Context: an optimization exercise on an open-source flow, tuned for small area. The choices shown serve that exercise and are no tape-out recipe. Where RTL was checked, it was by simulation tests only, not by an equivalence proof against the original.

Design convolutional_layer_1, start of the top module:
module convolutional_layer_1 (
  input signed [7:0] in,
  input clk, en,
  output signed [191:0] out
);
export LEC_CHECK = 0
export CAP_MARGIN = 20
export CORE_MARGIN = 2
export CORE_UTILIZATION = 62
export CTS_BUF_LIST = sky130_fd_sc_hd__clkbuf_16
export CTS_CLUSTER_DIAMETER = 100
export CTS_CLUSTER_SIZE = 25
export SLEW_MARGIN = 20
export SYNTH_HIERARCHICAL = 1
export SYNTH_MINIMUM_KEEP_SIZE = 0
create_clock -name core_clock -period 18.0 [get_ports {clk}]
standard.sh (not shown) runs the stock make flow with config.mk's settings and CLKGATE_MAP_FILE= SYNTH_SCRIPT=/design/flow/synth_recipe.tcl, a recipe that flattens the netlist after the stock synthesis.
==> flow/flow/run.sh <==
#!/bin/bash
# Standard synthesis and layout with small port buffers; after placement the constant
# output ports of each map share one tie cell.
set -e
bash standard.sh synth > synth.log 2>&1
bash standard.sh BUFFER_PORTS_ARGS="-buffer_cell sky130_fd_sc_hd__buf_1" GPL_KEEP_OVERFLOW=0 place > place.log 2>&1
ODB=orfs/results/sky130hd/convolutional_layer_1/base/3_place.odb openroad -no_init -exit flow/merge_ties.tcl > merge_ties.log 2>&1
bash standard.sh BUFFER_PORTS_ARGS="-buffer_cell sky130_fd_sc_hd__buf_1" GPL_KEEP_OVERFLOW=0 finish > layout.log 2>&1
==> flow/flow/merge_ties.tcl <==
# Let one tie cell drive all the constant output ports of a map instead of one tie cell each.
read_db $::env(ODB)
set block [[[ord::get_db] getChip] getBlock]
array set keep {}
set removed 0
foreach inst [$block getInsts] {
  if {[[$inst getMaster] getName] ne "sky130_fd_sc_hd__conb_1"} { continue }
  set net "NULL"
  set pin ""
  foreach it [$inst getITerms] {
    set n [$it getNet]
    if {$n ne "NULL" && [[$it getMTerm] getName] in {LO HI}} { set net $n; set pin [[$it getMTerm] getName] }
  }
  if {$net eq "NULL"} { continue }
  set bts [$net getBTerms]
  if {[llength $bts] != 1 || [llength [$net getITerms]] != 1} { continue }
  set name [[lindex $bts 0] getName]
  if {![regexp {^out\[(\d+)\]$} $name -> idx]} { continue }
  set key "$pin[expr {$idx / 32}]"
  if {![info exists keep($key)]} { set keep($key) $net; continue }
  set bt [lindex $bts 0]
  $bt disconnect
  $bt connect $keep($key)
  odb::dbInst_destroy $inst
  odb::dbNet_destroy $net
  incr removed
}
puts "merge_ties: removed $removed tie cells"
write_db $::env(ODB)
The first run completed without violations.
Then changed:
--- a/flow/config.mk
+++ b/flow/config.mk
@@ -9,6 +9,6 @@
 export CORE_MARGIN = 2
-export CORE_UTILIZATION = 62
+export CORE_UTILIZATION = 55
 export CTS_BUF_LIST = sky130_fd_sc_hd__clkbuf_16
 export CTS_CLUSTER_DIAMETER = 100
-export CTS_CLUSTER_SIZE = 25
+export CTS_CLUSTER_SIZE = 30
 export SLEW_MARGIN = 20
After rerunning: Synthesized cell count does not change; cell area hardly moves; synthesized area is unchanged; core utilization falls by 7.0 points; hold slack stays flat; cell count rises by 2.4%; worst setup slack is better by 0.15 ns; critical path depth rises by 4.

convolutional_layer_1, a different RTL version from the one above (not shown whole).
Size in the first run: ~3600 cells after synthesis, about 200 I/O pins, roughly 72000 µm² of cells after synthesis.
Design convolutional_layer_1, start of the top module:
module convolutional_layer_1 (
  input signed [7:0] in,
  input clk, en,
  output signed [191:0] out
);
clock: 18.0 ns
lec_check: 0
cap_margin: 20
core_margin: 2
core_utilization: 55
cts_buf_list: sky130_fd_sc_hd__clkbuf_16
cts_cluster_diameter: 100
cts_cluster_size: 25
slew_margin: 20
synth_hierarchical: 1
synth_minimum_keep_size: 0
==> flow/flow/run.sh <==
#!/bin/bash
# Standard synthesis, then the standard layout with small port buffers.
set -e
bash standard.sh synth > synth.log 2>&1
bash standard.sh BUFFER_PORTS_ARGS="-buffer_cell sky130_fd_sc_hd__buf_1" finish > layout.log 2>&1
The first run went through all stages and came out clean.
Rerun with:
Settings changed: CTS_BUF_LIST sky130_fd_sc_hd__clkbuf_16 to sky130_fd_sc_hd__clkbuf_8, CTS_CLUSTER_DIAMETER 100 to 80, CTS_CLUSTER_SIZE 25 to 16.
After rerunning: Hold slack gets worse by 0.037 ns; die area stays the same; area after synthesis stays the same; sequential cell count stays the same; cell count came out higher by about 0.75%; clock-buffer cell count rises by 32; non-clock buffer count is higher by 1; first-iteration DRC count drops by about 3%; worst setup slack loses 0.080 ns; clock skew rises by 0.0062 ns.
Rerun with:
Settings changed: CTS_BUF_LIST sky130_fd_sc_hd__clkbuf_8 to sky130_fd_sc_hd__clkbuf_16, CTS_CLUSTER_DIAMETER 80 to 60, CTS_CLUSTER_SIZE 16 to 35.
Non-clock buffer count is unchanged.
Die area does not change.
Core utilization increases by 1.1 points.
Clock skew increases by 0.043 ns.
Global-route usage increases by 0.70 points.
Final cell count increases slightly.
Synthesized area does not change.

trial 79:
Another version of the RTL of convolutional_layer_1 (not shown whole).
For scale: roughly 200 I/O pins, about 0.074 sq mm of cells after synthesis.
## convolutional_layer_1
module convolutional_layer_1 (
  input signed [7:0] in,
  input clk, en,
  output signed [191:0] out
);
Settings: LEC_CHECK=0, CAP_MARGIN=5, CORE_MARGIN=2, CORE_UTILIZATION=45, CTS_BUF_LIST=sky130_fd_sc_hd__clkbuf_16, CTS_CLUSTER_DIAMETER=100, CTS_CLUSTER_SIZE=25, SLEW_MARGIN=5, SYNTH_HIERARCHICAL=1, SYNTH_MINIMUM_KEEP_SIZE=0; clock period 18.0 ns.
Scripts as last shown in full above: flow/flow/run.sh
Trial 79 finished every stage and its layout cleared the timing, design-rule and antenna checks.
## Diff of input files: trial 94 against trial 79
- SLEW_MARGIN changed from 5 to 20
- CAP_MARGIN changed from 5 to 20
==> flow/flow/run.sh <==
#!/bin/bash
# Standard synthesis, then the standard layout with small port buffers.
set -e
bash standard.sh synth > synth.log 2>&1
bash standard.sh BUFFER_PORTS_ARGS="-buffer_cell sky130_fd_sc_hd__buf_2" finish > layout.log 2>&1
- Comparing antenna diode count for trial 94 and trial 79, the bigger number came from trial 94.
- The maximum clock frequency of trial 94 is lower than that of trial 79.
- Diff trial 79..trial 94 | non-clock buffer count | unchanged
- Looking at post-route worst setup slack, trial 94 sits below trial 79.

## run A
convolutional_layer_1, a different RTL version from the one above (not shown whole).
Size: ~3,800 cells after synthesis, roughly 200 I/O pins, about 74,000 µm² of cells after synthesis.
make LEC_CHECK=0 CAP_MARGIN=20 CORE_MARGIN=2 CORE_UTILIZATION=45 CTS_BUF_LIST=sky130_fd_sc_hd__clkbuf_4 CTS_CLUSTER_SIZE=30 SLEW_MARGIN=20 SYNTH_HIERARCHICAL=1 SYNTH_MINIMUM_KEEP_SIZE=0 finish   # period 18.0 ns
run.sh (not shown) runs the stock make flow with config.mk's settings and CLKGATE_MAP_FILE= SYNTH_SCRIPT=/design/flow/synth_recipe.tcl, a recipe that flattens the netlist after the stock synthesis.
Stock flow here: none of the scripts above is used.
Relative to run A, the following input files were edited for run B:
Settings: CTS_BUF_LIST now sky130_fd_sc_hd__clkbuf_16, was sky130_fd_sc_hd__clkbuf_4; CTS_CLUSTER_DIAMETER now 100, previously not set; CTS_CLUSTER_SIZE now 20, was 30.
Results
- Looking at number of buffers between clock root and the deepest sink across run A and run B, the one that comes out higher is run A.
- Run B vs run A — area of the multi-input gates dropped slightly
- [compare] base=run A new=run B: post-route clock period utilization essentially unchanged, biggest cell delay along the critical path went down 170 ps, clock buffer count in the final layout lower.
- Per the comparison of run B with run A, via count now sits lower, worst setup slack shrank by 7.1 ps.
Inputs modified between run B and run C:
Settings: changing CTS_CLUSTER_SIZE from 20 to 25.
==> flow/flow/run.sh (new file) <==
#!/bin/bash
# Standard synthesis, then the standard layout with small port buffers.
set -e
bash standard.sh synth > synth.log 2>&1
bash standard.sh BUFFER_PORTS_ARGS="-buffer_cell sky130_fd_sc_hd__buf_2" finish > layout.log 2>&1
==> flow/standard.sh (new file) <==
#!/bin/bash
# synth_recipe.tcl (not shown) runs the flow's synth.tcl, then flattens the netlist and writes it again
# the make line also repeats each setting of config.mk as NAME=value (left out here)
make -C /OpenROAD-flow-scripts/flow DESIGN_CONFIG=/design/flow/config.mk WORK_HOME=/design/flow/orfs CLKGATE_MAP_FILE= SYNTH_SCRIPT=/design/flow/synth_recipe.tcl "${@:-finish}"
removed: flow/run.sh
Results
Between run B and run C, initial antenna violation count decreased. Cmp run C vs run B: minimum setup slack in the final design lower in run C. Logic depth of the worst path, buffers included up 4 in run C wrt run B.
The following lists how run D was set up differently from run C:
==> flow/flow/run.sh <==
#!/bin/bash
# Standard layout, with the tools' output kept in this folder.
set -e
bash standard.sh > standard.log 2>&1
- Relative to run C, the post-DP HPWL of run D is higher by about 2%.
- [run D] count of non-CTS buffers in the layout rose 23% relative to run C
- The lower hold slack of run C and run D is in run C.
- Sequential cell count came out exactly the same in run C and run D.
- On run D: global-route usage over all layers is 0.51 points higher than what run C gave.
- Compared with run C, run D degrades area of all placed cells without fillers.
- Summary of run D over run C: total cell area at the placement stage increased 0.99%, wire length of the first global-routing pass has increased.
- Looking at run C and run D, the fmax is a wash.
- Run D -> run C: post-detailed-route DRC marker count delta 0, exact match
Function was not checked in any run of this note: the RTL went through the layout flow alone.

-- separate check: timing with driven ports --
The flow's constraints put no driver on any port. The routed layouts listed below were extracted and timed again, unchanged, in two steps.
Step 1, drivers: a clkbuf_16 drives clk and a buf_2 each remaining input, both assumed.
Step 2 times the ports against the registers' clock, not the clock port: input delays grow and output delays shrink by t, the midpoint of the rising clock arrivals with the driver on.
a / b / c = ideal ports / drivers / drivers and shift; a / b = the first two.
run | t (ns) | setup slack, ns | worst hold slack (ns) | worst setup path at the end | clock arrival spread, ns
the first run of note 1 | 0.753 | 0.363 / 0.286 / 1.039 | 0.467 / 0.467 / 0.467 | register to output | 0.062 / 0.062
the second run of note 1 | 0.756 | 0.513 / 0.439 / 1.195 | 0.465 / 0.465 / 0.465 | register to output | 0.045 / 0.045
the first run of note 2 | 0.764 | 0.363 / 0.280 / 1.044 | 0.407 / 0.407 / 0.407 | register to output | 0.062 / 0.061
the second run of note 2 | 0.890 | 0.283 / 0.203 / 1.093 | 0.370 / 0.370 / 0.370 | register to output | 0.083 / 0.082
the third run of note 2 | 0.761 | 0.383 / 0.301 / 1.062 | 0.385 / 0.385 / 0.385 | register to output | 0.112 / 0.112
trial 79 | 0.795 | 0.514 / 0.427 / 1.223 | 0.405 / 0.405 / 0.405 | register to output | 0.046 / 0.045
trial 94 | 0.790 | 0.193 / 0.106 / 0.896 | 0.408 / 0.408 / 0.408 | register to output | 0.042 / 0.041
run A | 1.220 | 0.376 / 0.299 / 1.519 | 0.339 / 0.339 / 0.339 | register to output | 0.152 / 0.152
run B | 0.772 | 0.369 / 0.290 / 1.062 | 0.392 / 0.392 / 0.392 | register to output | 0.065 / 0.065
run C | 0.800 | 0.301 / 0.216 / 1.017 | 0.378 / 0.378 / 0.378 | register to output | 0.061 / 0.061
run D | 0.789 | 0.319 / 0.233 / 1.022 | 0.406 / 0.406 / 0.406 | register to output | 0.052 / 0.053
After both steps every run listed still meets setup and hold.
